Background: an optimization exercise with open tools, aiming at small area and a short achievable clock period. Do not read the settings as production practice. Function was checked by simulation only, so behaviour that the tests miss may differ from the original. Power is estimated from default activity; no workload was simulated.

==> flow/design.v (excerpt) <==
module ALU_design(OPA_1,OPB_1,CIN,CLK,RST,CMD,CE,MODE,INP_VALID,COUT,OFLOW,RES,G,E,L,ERR);
For scale: about 280 flip-flops, roughly 150 I/O pins.
export LEC_CHECK = 0
export CAP_MARGIN = 20
export CORE_MARGIN = 2
export CORE_UTILIZATION = 55
export CTS_BUF_LIST = sky130_fd_sc_hd__clkbuf_4 sky130_fd_sc_hd__clkbuf_8
export PLACE_DENSITY = 0.68
export SETUP_SLACK_MARGIN = 5
export SLEW_MARGIN = 20
export SYNTH_HIERARCHICAL = 1
create_clock -name core_clock -period 10.5 [get_ports {CLK}]
standard.sh (not shown) runs the stock make flow with config.mk's settings and CLKGATE_MAP_FILE= SYNTH_SCRIPT=/design/flow/synth_recipe.tcl, a recipe that flattens the netlist after the stock synthesis.
==> flow/flow/run.sh <==
#!/bin/bash
set -euo pipefail
export BUFFER_PORTS_ARGS="-buffer_cell sky130_fd_sc_hd__buf_1"
bash standard.sh > standard_sh.log 2>&1
The first run passed the timing, DRC and antenna checks.
Change:
--- a/flow/config.mk
+++ b/flow/config.mk
@@ -10,4 +10,5 @@
 export CORE_UTILIZATION = 55
 export CTS_BUF_LIST = sky130_fd_sc_hd__clkbuf_4 sky130_fd_sc_hd__clkbuf_8
+export GPL_TIMING_DRIVEN = 0
 export PLACE_DENSITY = 0.68
 export SETUP_SLACK_MARGIN = 5
=>
- maximum frequency falls by about 4%
- core utilization rises by 4.0 points
- setup slack is worse by 0.23 ns
- routed wire length rises by 17%
- clock-buffer cell count rises by 3
- final area rises by 6.5%
Change:
==> flow/run.sh (new file) <==
#!/bin/bash
# synth_recipe.tcl (not shown) runs the flow's synth.tcl, then flattens the netlist and writes it again
# the make line also repeats each setting of config.mk as NAME=value (left out here)
make -C /OpenROAD-flow-scripts/flow DESIGN_CONFIG=/design/flow/config.mk WORK_HOME=/design/flow/orfs CLKGATE_MAP_FILE= SYNTH_SCRIPT=/design/flow/synth_recipe.tcl finish
--- a/flow/config.mk
+++ b/flow/config.mk
@@ -6,10 +6,8 @@
 export NUM_CORES = 4
 export LEC_CHECK = 0
-export CAP_MARGIN = 20
+export CAP_MARGIN = 25
 export CORE_MARGIN = 2
-export CORE_UTILIZATION = 55
+export CORE_UTILIZATION = 40
 export CTS_BUF_LIST = sky130_fd_sc_hd__clkbuf_4 sky130_fd_sc_hd__clkbuf_8
-export GPL_TIMING_DRIVEN = 0
-export PLACE_DENSITY = 0.68
 export SETUP_SLACK_MARGIN = 5
 export SLEW_MARGIN = 20
removed: flow/flow/run.sh
removed: flow/standard.sh
Result: The changed run completed with no timing, DRC or antenna violations; non-clock buffer count falls by 291; fmax rises by 3.7%; setup slack improves by 0.20 ns; cell area falls by about 4%; via count falls by 7.6%; routed wire length falls by about 12%; first-iteration DRC count falls by about 20%.
Change:
==> flow/flow/run.sh (new file) <==
#!/bin/bash
set -euo pipefail
export BUFFER_PORTS_ARGS="-buffer_cell sky130_fd_sc_hd__buf_1"
bash standard.sh > standard_sh.log 2>&1
==> flow/standard.sh (new file) <==
#!/bin/bash
# synth_recipe.tcl (not shown) runs the flow's synth.tcl, then flattens the netlist and writes it again
# the make line also repeats each setting of config.mk as NAME=value (left out here)
make -C /OpenROAD-flow-scripts/flow DESIGN_CONFIG=/design/flow/config.mk WORK_HOME=/design/flow/orfs CLKGATE_MAP_FILE= SYNTH_SCRIPT=/design/flow/synth_recipe.tcl "${@:-finish}"
removed: flow/run.sh
After rerunning: Design area went down slightly; non-clock buffer count rose by 19; flip-flop and latch count is unchanged.
Change:
==> flow/flow/run.sh (replaced) <==
#!/bin/bash
set -euo pipefail
export BUFFER_PORTS_ARGS="-buffer_cell sky130_fd_sc_hd__buf_1"
export SETUP_SLACK_MARGIN=5.5
bash standard.sh > standard_sh.log 2>&1
--- a/flow/config.mk
+++ b/flow/config.mk
@@ -6,9 +6,9 @@
 export NUM_CORES = 4
 export LEC_CHECK = 0
-export CAP_MARGIN = 25
+export CAP_MARGIN = 20
 export CORE_MARGIN = 2
-export CORE_UTILIZATION = 40
+export CORE_UTILIZATION = 55
 export CTS_BUF_LIST = sky130_fd_sc_hd__clkbuf_4 sky130_fd_sc_hd__clkbuf_8
-export SETUP_SLACK_MARGIN = 5
+export PLACE_DENSITY = 0.68
 export SLEW_MARGIN = 20
 export SYNTH_HIERARCHICAL = 1
- The changed run finished clean
- power climbs by 3.1%
- worst hold slack got worse by 0.012 ns
- final cell count drops by 4.1%
- area after synthesis stays the same
- setup slack improved by 0.085 ns
- cell area climbs by 5.0%

[re-timing with driven ports]
The flow's constraints put no driver on any port. The routed layouts listed below were extracted and timed again, unchanged, in two steps. Step 1, drivers: a clkbuf_16 drives CLK and a buf_2 each remaining input, both assumed. Step 2 adds t to the input delays and takes it off the output delays; t is the mean of the earliest and latest rising clock arrival at the registers after step 1. Input paths then give back, and output paths get back, about the clock's delay inside the block. Slacks: ideal / step 1 / step 2; pairs: ideal / step 1.
run | t (ns) | setup WS [ns] | hold WS [ns] | latest minus earliest clock arrival (ns)
the first run | 0.738 | 5.048 / 4.953 / 4.215 | 0.476 / 0.476 / 0.476 | 0.048 / 0.047
the second run | 0.760 | 4.820 / 4.816 / 4.056 | 0.474 / 0.474 / 0.474 | 0.060 / 0.060
the third run | 0.776 | 5.021 / 4.979 / 4.204 | 0.485 / 0.485 / 0.485 | 0.053 / 0.053
the fourth run | 0.783 | 5.034 / 4.924 / 4.141 | 0.485 / 0.485 / 0.485 | 0.066 / 0.066
the fifth run | 0.752 | 5.119 / 5.093 / 4.341 | 0.474 / 0.474 / 0.474 | 0.060 / 0.060
After both steps setup and hold are still met in every run listed. For the fourth run, which loses most, drivers alone change the setup slack by -0.110 ns; drivers and shift together by -0.893 ns.
